Source: an optimization exercise on an open RTL-to-GDS flow (aim: small area). Production flows keep margins and buffers that such runs may drop. The RTL was checked by simulation tests, not by an equivalence proof against the original design. The flow treats the clock pin as an ideal source. Dropping or thinning the clock tree relies on that and would not hold on a real chip. Power figures rest on the tool's default switching activity, not on a simulated workload.

// lab6_top
module lab6_top(clk, rst, pulse, one_hz, half_hz, si, steps_per_sec, a, b, c, d, e, f, g, an);
input clk, rst;
input pulse, one_hz, half_hz;  
output si, a, b, c, d, e, f, g;
output [3:0] an;
output [7:0] steps_per_sec;
wire [1:0] state;
wire [3:0] digit;
wire uscore;
wire [3:0] cnt;
tracker tracker_inst(.clk(clk), .rst(rst), .pulse(pulse), .one_hz(one_hz), .half_hz(half_hz),
                     .sel(cnt[3:2]), .si(si), .steps_per_sec(steps_per_sec),
                     .digit(digit), .uscore(uscore));
seven_seg_display seven_seg_display_inst(.clk(clk), .rst(rst), .digit(digit), .uscore(uscore),
                     .cnt(cnt), .a(a), .b(b), .c(c), .d(d), .e(e), .f(f), .g(g), .an(an));
endmodule
For scale: ~420 cells after synthesis, ~97 flip-flops, ~25 I/O pins, about 3700 sq um of cells after synthesis.
Settings: LEC_CHECK=0, ABC_AREA=1, CAP_MARGIN=0, CORE_MARGIN=2, CORE_UTILIZATION=85, PLACE_DENSITY=0.95, SLEW_MARGIN=0; clock period 125.0 ns.
standard.sh (not shown) runs the stock make flow with config.mk's settings and CLKGATE_MAP_FILE= SYNTH_SCRIPT=/design/flow/synth_recipe.tcl, a recipe that flattens the netlist after the stock synthesis.
==> flow/flow/run.sh <==
#!/bin/bash
# Own layout flow: the standard flow with an area-oriented ABC script (best of several seeds), no separate adder mapping, plain buf_1 port
# buffers and a two-level inverter clock tree in place of the one CTS builds. Each tool's output is kept in its own log here.
set -euo pipefail
W=$PWD
export OWN_WORK=$W
export OWN_ABC_SCRIPT=$W/flow/abc.scr
export OWN_ABC_SEEDS="1 2 3 4 5 6 7 8 9 10 11 12"
export POST_CTS_TCL=$W/flow/cts_post.tcl
bash standard.sh SYNTH_SCRIPT=$W/flow/synth.tcl \
  ADDER_MAP_FILE= "BUFFER_PORTS_ARGS=-buffer_cell sky130_fd_sc_hd__buf_1" \
  "CTS_ARGS=$(cat $W/flow/cts_args)" \
  finish > $W/flow_make.log 2>&1
==> flow/flow/adapt.tcl <==
# Try clock trees from the smallest up; keep the first whose estimated worst flip-flop
# clock-pin slew is below the target.
proc own_max_clk_slew {} {
  set ms 0
  foreach p [get_pins -hierarchical */CLK] {
    set s [get_property $p slew_max]
    if { $s > $ms } { set ms $s }
  }
  return $ms
}
proc own_adaptive_tree {target candidates} {
  foreach c $candidates {
    lassign $c rm lm n
    own_clock_tree $rm $lm $n
    estimate_parasitics -placement
    set s [own_max_clk_slew]
    puts "own clock tree $rm + $n x $lm: estimated worst clock-pin slew [format %.4f $s] ns"
    if { $s < $target } { return $c }
  }
  error "no clock tree candidate met the slew target"
}
==> flow/flow/cts_post.tcl <==
source $::env(OWN_WORK)/flow/owntree.tcl
source $::env(OWN_WORK)/flow/adapt.tcl
set_propagated_clock [all_clocks]
set own_tree [own_adaptive_tree 0.118 {
  {sky130_fd_sc_hd__inv_2 sky130_fd_sc_hd__inv_8 4}
  {sky130_fd_sc_hd__inv_4 sky130_fd_sc_hd__inv_8 4}
  {sky130_fd_sc_hd__inv_4 sky130_fd_sc_hd__inv_12 3}
  {sky130_fd_sc_hd__inv_4 sky130_fd_sc_hd__inv_8 5}
  {sky130_fd_sc_hd__inv_6 sky130_fd_sc_hd__inv_8 5}
  {sky130_fd_sc_hd__inv_4 sky130_fd_sc_hd__inv_12 4}
  {sky130_fd_sc_hd__inv_6 sky130_fd_sc_hd__inv_12 4}
  {sky130_fd_sc_hd__inv_6 sky130_fd_sc_hd__inv_16 4}
}]
puts "own clock tree chosen: $own_tree"
detailed_placement
check_placement -verbose
estimate_parasitics -placement
report_clock_skew
Other scripts of this flow, unchanged in this note and not shown: flow/flow/abc.scr, flow/flow/cts_args, flow/flow/owntree.tcl, flow/flow/synth.tcl
The starting point aborted during 3_3_place_gp.
Then changed:
--- a/flow/flow/run.sh
+++ b/flow/flow/run.sh
@@ -6,5 +6,5 @@
 export OWN_WORK=$W
 export OWN_ABC_SCRIPT=$W/flow/abc.scr
-export OWN_ABC_SEEDS="1 2 3 4 5 6 7 8 9 10 11 12"
+export OWN_ABC_SEEDS="1 2 3 4 5 6 7 8 9 10 11 12 13 14 15 16 17 18 19 20 21 22 23 24"
 export POST_CTS_TCL=$W/flow/cts_post.tcl
 bash standard.sh SYNTH_SCRIPT=$W/flow/synth.tcl \
- CORE_UTILIZATION: 85 -> 75
- PLACE_DENSITY: 0.95 -> 0.9
The changed run went through all stages and came out clean. Area after synthesis barely changes. Synthesized cell count goes up by 0.48%.
Then changed:
--- a/flow/flow/run.sh
+++ b/flow/flow/run.sh
@@ -6,5 +6,5 @@
 export OWN_WORK=$W
 export OWN_ABC_SCRIPT=$W/flow/abc.scr
-export OWN_ABC_SEEDS="1 2 3 4 5 6 7 8 9 10 11 12 13 14 15 16 17 18 19 20 21 22 23 24"
+export OWN_ABC_SEEDS="1 2 3 4 5 6 7 8 9 10 11 12"
 export POST_CTS_TCL=$W/flow/cts_post.tcl
 bash standard.sh SYNTH_SCRIPT=$W/flow/synth.tcl \
==> flow/flow/cts_post.tcl (replaced) <==
# POST_CTS hook: swap the clock tree CTS built for a smaller two-level inverter tree,
# then legalise the new cells.
source $::env(OWN_WORK)/flow/owntree.tcl
own_clock_tree sky130_fd_sc_hd__inv_4 sky130_fd_sc_hd__inv_8 5
detailed_placement
check_placement -verbose
estimate_parasitics -placement
report_clock_skew
- CORE_UTILIZATION: 75 -> 40
- PLACE_DENSITY: 0.9 -> unset
removed: flow/flow/adapt.tcl
After rerunning: The new run passed the timing, design-rule and antenna checks; via count is lower by 4.7%; cell count rises by 9.0%; power is higher by 2.3%; fmax is about the same; wire length fell by 2.5%; clock power is higher by about 9%; synthesized cell count stays the same; first-iteration DRC count went down by 72%; combinational power hardly moves; die area increases by 82%; synthesized area is unchanged.
Then changed:
==> flow/flow/adapt.tcl (new file) <==
# Try clock trees from the smallest up; keep the first whose estimated worst flip-flop
# clock-pin slew is below the target.
proc own_max_clk_slew {} {
  set ms 0
  foreach p [get_pins -hierarchical */CLK] {
    set s [get_property $p slew_max]
    if { $s > $ms } { set ms $s }
  }
  return $ms
}
proc own_adaptive_tree {target candidates} {
  foreach c $candidates {
    lassign $c rm lm n
    own_clock_tree $rm $lm $n
    estimate_parasitics -placement
    set s [own_max_clk_slew]
    puts "own clock tree $rm + $n x $lm: estimated worst clock-pin slew [format %.4f $s] ns"
    if { $s < $target } { return $c }
  }
  error "no clock tree candidate met the slew target"
}
==> flow/flow/cts_post.tcl (replaced) <==
source $::env(OWN_WORK)/flow/owntree.tcl
source $::env(OWN_WORK)/flow/adapt.tcl
set_propagated_clock [all_clocks]
set own_tree [own_adaptive_tree 0.118 {
  {sky130_fd_sc_hd__inv_2 sky130_fd_sc_hd__inv_8 4}
  {sky130_fd_sc_hd__inv_4 sky130_fd_sc_hd__inv_8 4}
  {sky130_fd_sc_hd__inv_4 sky130_fd_sc_hd__inv_12 3}
  {sky130_fd_sc_hd__inv_4 sky130_fd_sc_hd__inv_8 5}
  {sky130_fd_sc_hd__inv_6 sky130_fd_sc_hd__inv_8 5}
  {sky130_fd_sc_hd__inv_4 sky130_fd_sc_hd__inv_12 4}
  {sky130_fd_sc_hd__inv_6 sky130_fd_sc_hd__inv_12 4}
  {sky130_fd_sc_hd__inv_6 sky130_fd_sc_hd__inv_16 4}
}]
puts "own clock tree chosen: $own_tree"
detailed_placement
check_placement -verbose
estimate_parasitics -placement
report_clock_skew
- CORE_UTILIZATION: 40 -> 75
- PLACE_DENSITY: unset -> 0.9
Synthesized area does not change.
Clock skew goes down by 0.0055 ns.
Core utilization goes up by 39 points.
Final cell count goes down by 8.2%.
Die area goes down by about 45%.
Sequential share of layout area goes up by 0.77 points.
Global-route usage goes up by 14 points.
First-iteration DRC count goes up to 3.6 times its value.
Then changed:
- CORE_UTILIZATION: 75 -> 60
- PLACE_DENSITY: 0.9 -> 0.8
Result:
- wire length decreases by a few percent
- area after synthesis stays the same
- core utilization decreases by 16 points
- worst setup slack improves by 0.015 ns
- sequential share of layout area decreases by 0.22 points
- synthesized cell count stays the same
- via count decreases by a few percent
In the second, third, fourth and fifth runs of this note the design's own scripts or RTL, not TritonCTS, make the clock network.

==> static timing again, ports no longer ideal <==
How much do the figures lean on ideal ports? The routed layouts below were timed once more, with nothing changed but the port constraints.
Step 1 assumes that a clkbuf_16 drives the clock port and a buf_2 every other input.
Step 2 also shifts input and output timing later by t, the mid clock arrival at the registers, as if the neighbouring blocks saw the same clock.
a / b / c = no drivers / after step 1 / after step 2; a / b = the first two.
| run | shift t [ns] | slack for setup (ns) | slew at the worst register clock pin (ns) | pins driven straight from the clock port |
|---|---|---|---|---|
| the second run | 0.263 | 97.195 / 97.155 / 97.417 | 0.11 / 0.11 | 1 |
| the third run | 0.283 | 97.163 / 97.125 / 97.408 | 0.11 / 0.11 | 1 |
| the fourth run | 0.263 | 97.195 / 97.155 / 97.417 | 0.11 / 0.11 | 1 |
| the fifth run | 0.261 | 97.210 / 97.177 / 97.438 | 0.10 / 0.10 | 1 |
After both steps setup and hold are still met in every run listed.
